Background: an optimization exercise with open tools, aiming at small area. Do not read the settings as production practice. Only simulation tests tie the RTL to the original design; equivalence was not proved.

== run A ==
==> flow/design.v (excerpt) <==
module pam_modem (
  input clk,
  input rst,
  input [1:0] data_in,
  input signed [7:0] rx_in,
  output signed [7:0] tx_out,
  output signed [7:0] cos_out,
  output [1:0] rx_data
);
Size: about 720 cells after synthesis, ~480 flip-flops, roughly 11000 sq um of cells after synthesis.
Settings: LEC_CHECK=0, CAP_MARGIN=20, CORE_MARGIN=2, CORE_UTILIZATION=65, PLACE_DENSITY=0.85, SLEW_MARGIN=20, BUFFER_PORTS_ARGS=-buffer_cell sky130_fd_sc_hd__buf_1, CTS_ARGS=-sink_clustering_enable -repair_clock_nets -dont_use_dummy_load -root_buf sky130_fd_sc_hd__clkbuf_4 -tree_buf sky130_fd_sc_hd__clkbuf_4 -buf_list sky130_fd_sc_hd__clkbuf_8 -sink_clustering_size 24 -sink_clustering_max_diameter 40; clock period 10.0 ns.
standard.sh (not shown) runs the stock make flow with config.mk's settings and CLKGATE_MAP_FILE= SYNTH_SCRIPT=/design/flow/synth_recipe.tcl, a recipe that flattens the netlist after the stock synthesis.
==> flow/flow/run.sh <==
#!/bin/bash
# Layout flow: the standard flow (standard.sh) with these changes:
#  - synthesis: the standard synthesis script (synth_recipe.tcl), except that
#    ABC maps the logic with each of the area-oriented scripts
#    flow/abc_*.abc (deep AIG optimisation, then area-oriented mapping, no
#    buffering or upsizing) and the smallest result is kept, and Yosys's
#    extract_fa is skipped (ABC maps the adders too);
#  - the port buffers are the smallest buffer (buf_1) instead of the
#    resizer's default choice (clkdlybuf4s50_1);
#  - clock tree synthesis uses clkbuf_8 sink clusters of up to 20 flip-flops,
#    clkbuf_4 above them, and inserts no dummy loads.
# Each tool's output goes to a log file in this folder (ORFS also keeps its
# per-step logs under orfs/logs/).
set -euo pipefail
work=$PWD
cat > my_synth.tcl <<EOT
# Map the logic with each area script in flow/abc_*.abc, from the same
# starting point, and keep the smallest result.
proc abc {args} {
  set i [lsearch \$args -script]
  yosys design -save pre_abc
  set best_area -1
  foreach script [lsort [glob $work/flow/abc_*.abc]] {
    yosys design -load pre_abc
    lset args [expr {\$i + 1}] \$script
    yosys abc {*}\$args
    set libargs {}
    foreach lib \$::env(LIB_FILES) { lappend libargs -liberty \$lib }
    set report [tee -q -s result.string stat {*}\$libargs]
    regexp {Chip area for module [^:]*: ([0-9.]+)} \$report -> area
    puts "abc script \$script: area \$area"
    if {\$best_area < 0 || \$area < \$best_area} {
      set best_area \$area
      yosys design -save best_abc
    }
  }
  yosys design -load best_abc
  puts "abc: kept area \$best_area"
}
proc extract_fa {args} {}
source $work/synth_recipe.tcl
EOT
sed "s#SYNTH_SCRIPT=[^ ]*#SYNTH_SCRIPT=$work/my_synth.tcl#" standard.sh > my_standard.sh
grep -q "SYNTH_SCRIPT=$work/my_synth.tcl" my_standard.sh
cat >> config.mk <<'EOC'
export BUFFER_PORTS_ARGS = -buffer_cell sky130_fd_sc_hd__buf_1
export CTS_ARGS = -sink_clustering_enable -repair_clock_nets -dont_use_dummy_load -root_buf sky130_fd_sc_hd__clkbuf_4 -tree_buf sky130_fd_sc_hd__clkbuf_4 -buf_list sky130_fd_sc_hd__clkbuf_8 -sink_clustering_size 24 -sink_clustering_max_diameter 40
EOC
bash my_standard.sh > flow_make.log 2>&1
==> flow/flow/abc_d.abc <==
&get -n
&st
&dch -f
&nf -R 1000
&put
topo
Run A completed; timing, DRC and antenna clean
Changes in run B relative to run A:
--- a/flow/flow/run.sh
+++ b/flow/flow/run.sh
@@ -25,7 +25,5 @@
     lset args [expr {\$i + 1}] \$script
     yosys abc {*}\$args
-    set libargs {}
-    foreach lib \$::env(LIB_FILES) { lappend libargs -liberty \$lib }
-    set report [tee -q -s result.string stat {*}\$libargs]
+    set report [tee -q -s result.string stat -liberty \$::env(LIB_FILES)]
     regexp {Chip area for module [^:]*: ([0-9.]+)} \$report -> area
     puts "abc script \$script: area \$area"
@@ -45,5 +43,5 @@
 cat >> config.mk <<'EOC'
 export BUFFER_PORTS_ARGS = -buffer_cell sky130_fd_sc_hd__buf_1
-export CTS_ARGS = -sink_clustering_enable -repair_clock_nets -dont_use_dummy_load -root_buf sky130_fd_sc_hd__clkbuf_4 -tree_buf sky130_fd_sc_hd__clkbuf_4 -buf_list sky130_fd_sc_hd__clkbuf_8 -sink_clustering_size 24 -sink_clustering_max_diameter 40
+export CTS_ARGS = -sink_clustering_enable -repair_clock_nets -dont_use_dummy_load -buf_list sky130_fd_sc_hd__clkbuf_8 -sink_clustering_size 20 -sink_clustering_max_diameter 60 -root_buf sky130_fd_sc_hd__clkbuf_4 -tree_buf sky130_fd_sc_hd__clkbuf_4
 EOC
 bash my_standard.sh > flow_make.log 2>&1
==> flow/flow/abc_a.abc (new file) <==
&get -n
&st
&deepsyn -I 8 -J 50 -c
&put
amap
topo
==> flow/flow/abc_b.abc (new file) <==
&get -n
&st
&deepsyn -I 8 -J 50
&put
amap
topo
==> flow/flow/abc_c.abc (new file) <==
&get -n
&st
&deepsyn -I 8 -J 50 -c
&dch -f
&nf -R 1000
&put
topo
==> flow/config.mk <==
export PLATFORM = sky130hd
export DESIGN_NAME = pam_modem
export DESIGN_NICKNAME = pam_modem
export VERILOG_FILES = /design/flow/design.v
export SDC_FILE = /design/flow/constraint.sdc
export NUM_CORES = 4
export LEC_CHECK = 0
export CAP_MARGIN = 20
export CORE_MARGIN = 2
export CORE_UTILIZATION = 40
export SLEW_MARGIN = 20
export BUFFER_PORTS_ARGS = -buffer_cell sky130_fd_sc_hd__buf_1
export CTS_ARGS = -sink_clustering_enable -repair_clock_nets -dont_use_dummy_load -buf_list sky130_fd_sc_hd__clkbuf_8 -sink_clustering_size 20 -sink_clustering_max_diameter 60 -root_buf sky130_fd_sc_hd__clkbuf_4 -tree_buf sky130_fd_sc_hd__clkbuf_4
### Flow results
- synthesis: run B exited with error
diff inputs: run B => run C
==> flow/flow/run.sh <==
#!/bin/bash
# Layout flow: the standard flow (standard.sh) with these changes:
#  - synthesis: the standard synthesis script (synth_recipe.tcl), except that
#    ABC maps the logic with an area-oriented script (flow/area.abc: deep
#    AIG optimisation, then area-recovering mapping, no buffering or
#    upsizing), and Yosys's extract_fa is skipped (ABC maps the adders too);
#  - the port buffers are the smallest buffer (buf_1) instead of the
#    resizer's default choice (clkdlybuf4s50_1);
#  - clock tree synthesis uses clkbuf_8 sink clusters of up to 20 flip-flops,
#    clkbuf_4 above them, and inserts no dummy loads.
# Each tool's output goes to a log file in this folder (ORFS also keeps its
# per-step logs under orfs/logs/).
set -euo pipefail
work=$PWD
cat > my_synth.tcl <<EOT
proc abc {args} {
  set i [lsearch \$args -script]
  lset args [expr {\$i + 1}] $work/flow/area.abc
  yosys abc {*}\$args
}
proc extract_fa {args} {}
source $work/synth_recipe.tcl
EOT
sed "s#SYNTH_SCRIPT=[^ ]*#SYNTH_SCRIPT=$work/my_synth.tcl#" standard.sh > my_standard.sh
grep -q "SYNTH_SCRIPT=$work/my_synth.tcl" my_standard.sh
cat >> config.mk <<'EOC'
export BUFFER_PORTS_ARGS = -buffer_cell sky130_fd_sc_hd__buf_1
export CTS_ARGS = -sink_clustering_enable -repair_clock_nets -dont_use_dummy_load -buf_list sky130_fd_sc_hd__clkbuf_8 -sink_clustering_size 20 -sink_clustering_max_diameter 60 -root_buf sky130_fd_sc_hd__clkbuf_4 -tree_buf sky130_fd_sc_hd__clkbuf_4
EOC
bash my_standard.sh > flow_make.log 2>&1
==> flow/flow/area.abc (new file) <==
&get -n
&st
&deepsyn -T 60
&dch -f
&nf -R 1000
&put
topo
removed: flow/flow/abc_a.abc
removed: flow/flow/abc_b.abc
removed: flow/flow/abc_c.abc
removed: flow/flow/abc_d.abc
## What came out
- Looking at the logs for run B and run C, the single run that did not finish was run B.
[inputs] run D vs run C
--- a/flow/flow/run.sh
+++ b/flow/flow/run.sh
@@ -2,7 +2,8 @@
 # Layout flow: the standard flow (standard.sh) with these changes:
 #  - synthesis: the standard synthesis script (synth_recipe.tcl), except that
-#    ABC maps the logic with an area-oriented script (flow/area.abc: deep
-#    AIG optimisation, then area-recovering mapping, no buffering or
-#    upsizing), and Yosys's extract_fa is skipped (ABC maps the adders too);
+#    ABC maps the logic with each of the area-oriented scripts
+#    flow/abc_*.abc (deep AIG optimisation, then area-oriented mapping, no
+#    buffering or upsizing) and the smallest result is kept, and Yosys's
+#    extract_fa is skipped (ABC maps the adders too);
 #  - the port buffers are the smallest buffer (buf_1) instead of the
 #    resizer's default choice (clkdlybuf4s50_1);
@@ -14,8 +15,24 @@
 work=$PWD
 cat > my_synth.tcl <<EOT
+# Map the logic with each area script in flow/abc_*.abc, from the same
+# starting point, and keep the smallest result.
 proc abc {args} {
   set i [lsearch \$args -script]
-  lset args [expr {\$i + 1}] $work/flow/area.abc
-  yosys abc {*}\$args
+  yosys design -save pre_abc
+  set best_area -1
+  foreach script [lsort [glob $work/flow/abc_*.abc]] {
+    yosys design -load pre_abc
+    lset args [expr {\$i + 1}] \$script
+    yosys abc {*}\$args
+    set report [tee -q -s result.string stat -liberty \$::env(LIB_FILES)]
+    regexp {Chip area for module [^:]*: ([0-9.]+)} \$report -> area
+    puts "abc script \$script: area \$area"
+    if {\$best_area < 0 || \$area < \$best_area} {
+      set best_area \$area
+      yosys design -save best_abc
+    }
+  }
+  yosys design -load best_abc
+  puts "abc: kept area \$best_area"
 }
 proc extract_fa {args} {}
==> flow/flow/abc_a.abc (new file) <==
&get -n
&st
&deepsyn -I 8 -J 50
&put
amap
topo
==> flow/flow/abc_b.abc (new file) <==
&get -n
&st
&deepsyn -I 8 -J 50
&put
dch -f
amap
topo
==> flow/flow/abc_c.abc (new file) <==
&get -n
&st
&deepsyn -I 8 -J 50
&dch -f
&nf -R 1000
&put
topo
==> flow/flow/abc_d.abc (new file) <==
&get -n
&st
&dch -f
&nf -R 1000
&put
topo
removed: flow/flow/area.abc
Findings:
The flow ended early for run D: it failed with a tool error in synthesis.
> inputs changed (run D -> run E)
--- a/flow/flow/run.sh
+++ b/flow/flow/run.sh
@@ -25,5 +25,7 @@
     lset args [expr {\$i + 1}] \$script
     yosys abc {*}\$args
-    set report [tee -q -s result.string stat -liberty \$::env(LIB_FILES)]
+    set libargs {}
+    foreach lib \$::env(LIB_FILES) { lappend libargs -liberty \$lib }
+    set report [tee -q -s result.string stat {*}\$libargs]
     regexp {Chip area for module [^:]*: ([0-9.]+)} \$report -> area
     puts "abc script \$script: area \$area"
--- outcome ---
The remaining runs in run D and run E completed every stage, whereas run D halted early. Run D: aborted in synthesis (tool error).

## what the ideal ports hide
The results above use ideal ports. As a check the final layouts listed here were re-extracted and re-timed, cells and wires unchanged.
Step 1 assumes that a clkbuf_16 drives the clock port and a buf_2 every other input.
Step 2 moves the port delays by t, midway between the first and last clock arrival at a register: inputs arrive t later, outputs are due t later. That takes back most of the time a late clock gives input paths.
Slacks: ideal / step 1 / step 2; pairs: ideal / step 1.
run | shift t [ns] | slack for setup (ns) | clock arrival spread, ns | worst register clock-pin slew, ns | pins driven straight from the clock port
run A | 0.652 | 3.997 / 4.010 / 3.358 | 0.104 / 0.104 | 0.13 / 0.13 | 1
run C | 0.728 | 4.428 / 4.389 / 3.973 | 0.047 / 0.047 | 0.11 / 0.11 | 1
run E | 0.717 | 4.309 / 4.288 / 4.288 | 0.087 / 0.087 | 0.11 / 0.11 | 1
After both steps every run listed still meets setup and hold. The setup slack of run A, which loses most, moves by +0.013 ns with the drivers and by -0.639 ns with both steps.
